What follows belongs to an exercise in optimizing a design on an open flow for small area and a short achievable clock period; a production flow would make more cautious choices. The RTL was checked by simulation tests, not by an equivalence proof against the original design.

== rev 12 ==
==> flow/design.v <==
`timescale 1ns/1ns
module DEC(a,d);
    parameter DATAWIDTH = 32;
    input  [DATAWIDTH-1:0] a;
    output [DATAWIDTH-1:0] d;
    assign d = a - 1'b1;
endmodule
`timescale 1ns/1ns
module INC(a,d);
    parameter DATAWIDTH = 32;
    input  [DATAWIDTH-1:0] a;
    output [DATAWIDTH-1:0] d;
    assign d = a + 1'b1;
endmodule
`timescale 1ns/1ns
module MOD(a, c, zero, eq);
    parameter DATAWIDTH = 32;
    localparam N = DATAWIDTH;
    input  [N-1:0] a;
    input  [N-1:0] c;
    input  [N-1:0] zero;
    output eq;
    genvar i, j;
    wire [N:0]   sc;
    wire [N-1:0] x;
    assign sc[0] = 1'b1;
    generate for (j = 0; j < N; j = j + 1) begin : g_sub
        wire nz = ~zero[j];
        assign x[j]    = a[j] ^ nz ^ sc[j];
        assign sc[j+1] = (a[j] & nz) | (a[j] & sc[j]) | (nz & sc[j]);
    end endgenerate
    wire ge = sc[N];
    wire [N:0] lt;
    assign lt[0] = 1'b0;
    generate for (j = 0; j < N; j = j + 1) begin : g_lt
        assign lt[j+1] = (~zero[j] & c[j]) | (~(zero[j] ^ c[j]) & lt[j]);
    end endgenerate
    wire zlt = lt[N];
    wire [N-1:0] cz;    
    assign cz[0] = ~c[0];
    generate for (j = 1; j < N; j = j + 1) begin : g_cz
        assign cz[j] = cz[j-1] & ~c[j];
    end endgenerate
    wire lowok = ~|((a ^ zero) & cz);
    localparam L = (N > 32) ? 6 : (N > 16) ? 5 : (N > 8) ? 4 : (N > 4) ? 3 : (N > 2) ? 2 : (N > 1) ? 1 : 0;
    wire [N-1:0] v [0:L];
    assign v[L] = c;
    generate for (i = 0; i < L; i = i + 1) begin : g_norm
        localparam integer S = 1 << i;
        wire lowz = ~|v[i+1][S-1:0];
        assign v[i] = lowz ? (v[i+1] >> S) : v[i+1];
    end endgenerate
    wire [N-1:0] m = v[0];
    wire [N:0] ho;
    assign ho[N] = 1'b0;
    generate for (j = 0; j < N; j = j + 1) begin : g_ho
        assign ho[j] = ho[j+1] | m[j];
    end endgenerate
    wire [N-1:0] par;
    generate for (j = 0; j < N; j = j + 1) begin : g_par
        if (((j + 1) % 2) == (N % 2)) begin : g_y
            assign par[j] = ho[j] & ~ho[j+1];
        end else begin : g_n
            assign par[j] = 1'b0;
        end
    end endgenerate
    wire P = |par;
    wire [N+2:0] M1 = {3'b000, m};
    wire [N+2:0] M2 = {2'b00, m, 1'b0};
    wire [N+2:0] M3;
    wire [N+3:0] c3;
    assign c3[0] = 1'b0;
    generate for (j = 0; j < N + 3; j = j + 1) begin : g_m3
        assign M3[j]   = M1[j] ^ M2[j] ^ c3[j];
        assign c3[j+1] = (M1[j] & M2[j]) | (M1[j] & c3[j]) | (M2[j] & c3[j]);
    end endgenerate
    localparam K = (N + 1) / 2;
    wire [N+1:0] r [0:K];
    assign r[0] = {2'b00, x};
    generate for (i = 0; i < K; i = i + 1) begin : g_step
        localparam integer W  = N + 2 - 2 * i;
        localparam integer NB = (W - 2 < 2) ? W - 2 : 2;    
        wire [W-1:0] s;
        wire [W:0]   cy;
        wire s1, s2, s3;
        assign s[1:0] = 2'b00;
        ROWLO #(.NB(NB)) u_lo(.r(r[i][NB+1:0]), .m1(M1[1]),
            .a(M1[NB+1:2]), .b(M2[NB+1:2]), .c(M3[NB+1:2]),
            .d(s[NB+1:2]), .co(cy[NB+2]));
        ROWSEL u_sel(.r0(r[i][0]), .r1(r[i][1]), .m1(M1[1]), .s1(s1), .s2(s2), .s3(s3));
        for (j = NB + 2; j < W; j = j + 1) begin : g_bit
            wire y;                  
            SEL3 u_y(.s1(s1), .s2(s2), .s3(s3), .a(M1[j]), .b(M2[j]), .c(M3[j]), .y(y));
            assign s[j]    = r[i][j] ^ y ^ cy[j];
            assign cy[j+1] = (r[i][j] & y) | (r[i][j] & cy[j]) | (y & cy[j]);
        end
        assign r[i+1] = {{(N+2-W+2){1'b0}}, s[W-1:2]};
    end endgenerate
    wire [2*K+1:0] bad;
    generate for (i = 0; i <= K; i = i + 1) begin : g_bad
        wire act = (N - 2 * i < 0) ? 1'b1 : ho[(N - 2 * i < 0) ? 0 : N - 2 * i];
        wire n0  = (2 * i < N + 1) ? 1'b1 : (2 * i < N + 2) ? P : 1'b0;
        wire n1  = (2 * i + 1 < N + 1) ? 1'b1 : (2 * i + 1 < N + 2) ? P : 1'b0;
        assign bad[2*i]   = act & n0 & r[i][0];
        assign bad[2*i+1] = act & n1 & r[i][1];
    end endgenerate
    wire div = ~|bad;
    assign eq = zlt & ge & lowok & div;
endmodule
module SEL3(s1, s2, s3, a, b, c, y);
    input  s1, s2, s3, a, b, c;
    output y;
    assign y = ~((s1 & a) | (s2 & b) | (s3 & c));
endmodule
module ROWSEL(r0, r1, m1, s1, s2, s3);
    input  r0, r1, m1;
    output s1, s2, s3;
    wire q0 = r0;
    wire q1 = r1 ^ (r0 & m1);
    assign s1 = q0 & ~q1;
    assign s2 = ~q0 & q1;
    assign s3 = q0 & q1;
endmodule
module ROWLO(r, m1, a, b, c, d, co);
    parameter NB = 4;
    input  [NB+1:0] r;
    input  m1;
    input  [NB+1:2] a, b, c;     
    output [NB+1:2] d;
    output co;
    genvar j;
    wire q0 = r[0];
    wire q1 = r[1] ^ (r[0] & m1);
    wire s1 = q0 & ~q1;
    wire s2 = ~q0 & q1;
    wire s3 = q0 & q1;
    wire [NB+2:2] cy;
    assign cy[2] = 1'b1;         
    generate for (j = 2; j < NB + 2; j = j + 1) begin : g_bit
        wire y = ~((s1 & a[j]) | (s2 & b[j]) | (s3 & c[j]));
        assign d[j]    = r[j] ^ y ^ cy[j];
        assign cy[j+1] = (r[j] & y) | (r[j] & cy[j]) | (y & cy[j]);
    end endgenerate
    assign co = cy[NB+2];
endmodule
`timescale 1ns/1ns
module COMP(a,b,gt,lt,eq);
    parameter DATAWIDTH = 32;
    input [DATAWIDTH-1:0] a;
    input [DATAWIDTH-1:0] b;
    output reg gt,lt,eq;
    always @(a,b) begin
        gt <= 0; lt <= 0; eq <= 0;
        if (b>a) begin
            gt <= 1;
        end
        else if (b<a) begin
            lt <= 1;
        end
        else begin
            eq <= 1;
        end
    end
endmodule
`timescale 1ns/1ns
module MUX2x1(a,b,sel,d);
    parameter DATAWIDTH = 32;
    input [DATAWIDTH-1:0] a;
    input [DATAWIDTH-1:0] b;
    input sel;
    output [DATAWIDTH-1:0] d;
    assign d = sel ? b : a;
endmodule
`timescale 1ns/1ns
module REG(q, d, Clk, Rst);
    parameter   DATAWIDTH = 32;
    input Clk;
    input Rst;
    input [DATAWIDTH-1:0] d;
    output reg [DATAWIDTH-1:0] q;
    always @(posedge Clk) begin
        if (Rst == 1)
            q <= 0;
        else
            q <= d;
    end
endmodule
`timescale 1ns / 1ns
module circuit6(a, b, c, zero, z, clk, rst);
        input  clk, rst;
        input  [63:0] a, b, c, zero;
        output [63:0] z;
        wire   [63:0] e, f, zwire;
        wire   gEQz;
        MOD    #(.DATAWIDTH(64)) MOD_1(a, c, zero, gEQz);       
        wire   [64:0] az, c1;
        assign az[0] = 1'b1;
        assign c1[0] = 1'b1;
        genvar j;
        generate for (j = 0; j < 64; j = j + 1) begin : g_incdec
            assign az[j+1] = az[j] & ~a[j];
            assign c1[j+1] = c1[j] & c[j];
        end endgenerate
        assign e = a ^ az[63:0];
        assign f = c ^ c1[63:0];
        assign zwire = gEQz ? e : f;                            
        reg    [63:0] z_q;                                      
        always @(posedge clk) begin
            if (rst == 1)
                z_q <= 0;
            else
                z_q <= zwire;
        end
        assign z = z_q;
endmodule
make LEC_CHECK=0 CAP_MARGIN=40 CORE_MARGIN=2 CORE_UTILIZATION=40 SLEW_MARGIN=20 SYNTH_HIERARCHICAL=1 SYNTH_MINIMUM_KEEP_SIZE=0 finish   # period 350.0 ns
run.sh (not shown) runs the stock make flow with config.mk's settings and CLKGATE_MAP_FILE= SYNTH_SCRIPT=/design/flow/synth_recipe.tcl, a recipe that flattens the netlist after the stock synthesis.
For rev 13, these inputs were changed with respect to rev 12:
--- a/flow/design.v
+++ b/flow/design.v
@@ -77,11 +77,11 @@
     localparam K = (N + 1) / 2;
     wire [N+1:0] r [0:K];
     assign r[0] = {2'b00, x};
     generate for (i = 0; i < K; i = i + 1) begin : g_step
         localparam integer W  = N + 2 - 2 * i;
-        localparam integer NB = (W - 2 < 2) ? W - 2 : 2;    
+        localparam integer NB = (W - 2 < 4) ? W - 2 : 4;    
         wire [W-1:0] s;
         wire [W:0]   cy;
         wire s1, s2, s3;
         assign s[1:0] = 2'b00;
         ROWLO #(.NB(NB)) u_lo(.r(r[i][NB+1:0]), .m1(M1[1]),
@@ -190,26 +190,11 @@
         input  clk, rst;
         input  [63:0] a, b, c, zero;
         output [63:0] z;
         wire   [63:0] e, f, zwire;
         wire   gEQz;
+        DEC    #(.DATAWIDTH(64)) DEC_1(a, e);                   
+        INC    #(.DATAWIDTH(64)) INC_1(c, f);                   
         MOD    #(.DATAWIDTH(64)) MOD_1(a, c, zero, gEQz);       
-        wire   [64:0] az, c1;
-        assign az[0] = 1'b1;
-        assign c1[0] = 1'b1;
-        genvar j;
-        generate for (j = 0; j < 64; j = j + 1) begin : g_incdec
-            assign az[j+1] = az[j] & ~a[j];
-            assign c1[j+1] = c1[j] & c[j];
-        end endgenerate
-        assign e = a ^ az[63:0];
-        assign f = c ^ c1[63:0];
-        assign zwire = gEQz ? e : f;                            
-        reg    [63:0] z_q;                                      
-        always @(posedge clk) begin
-            if (rst == 1)
-                z_q <= 0;
-            else
-                z_q <= zwire;
-        end
-        assign z = z_q;
-endmodule
+        MUX2x1 #(.DATAWIDTH(64)) MUX2x1_1(f, e, gEQz, zwire);   
+        REG    #(.DATAWIDTH(64)) REG_1(z, zwire, clk, rst);     
+endmodule
## What came out
- The higher synthesized area per cell of rev 12 and rev 13 is in rev 12.
- Length of the first detailed-routing pass in iterations is lower on rev 13
- Taking rev 12 as the reference, in rev 13 normalized max-slew margin saw an increase, non-clock buffer count saw an increase, setup slack after layout saw a decrease, first-pass GRT wire length saw an increase, global-route usage saw an increase.

[separate check: timing with driven ports]
The results above use ideal ports. As a check the final layouts listed here were re-extracted and re-timed, cells and wires unchanged.
Step 1 sets driving cells, clkbuf_16 on the clock port and buf_2 on the other inputs (assumed; they add their load-dependent delay and slew).
Step 2 times the ports against the registers' clock, not the clock port: input delays grow and output delays shrink by t, the midpoint of the rising clock arrivals with the driver on.
Slacks: no drivers / after step 1 / after step 2; pairs: no drivers / after step 1.
run	t (ns)	slack for setup (ns)	worst hold slack (ns)	worst data-port slew with drivers (ns)
rev 12	0.414	221.822 / 221.824 / 221.409	70.286 / 70.257 / 70.671	0.08
rev 13	0.441	221.194 / 221.232 / 220.791	70.084 / 70.045 / 70.486	0.07
After both steps setup and hold are still met in every run listed. For rev 12, which loses most, drivers alone change the setup slack by +0.002 ns; drivers and shift together by -0.413 ns.
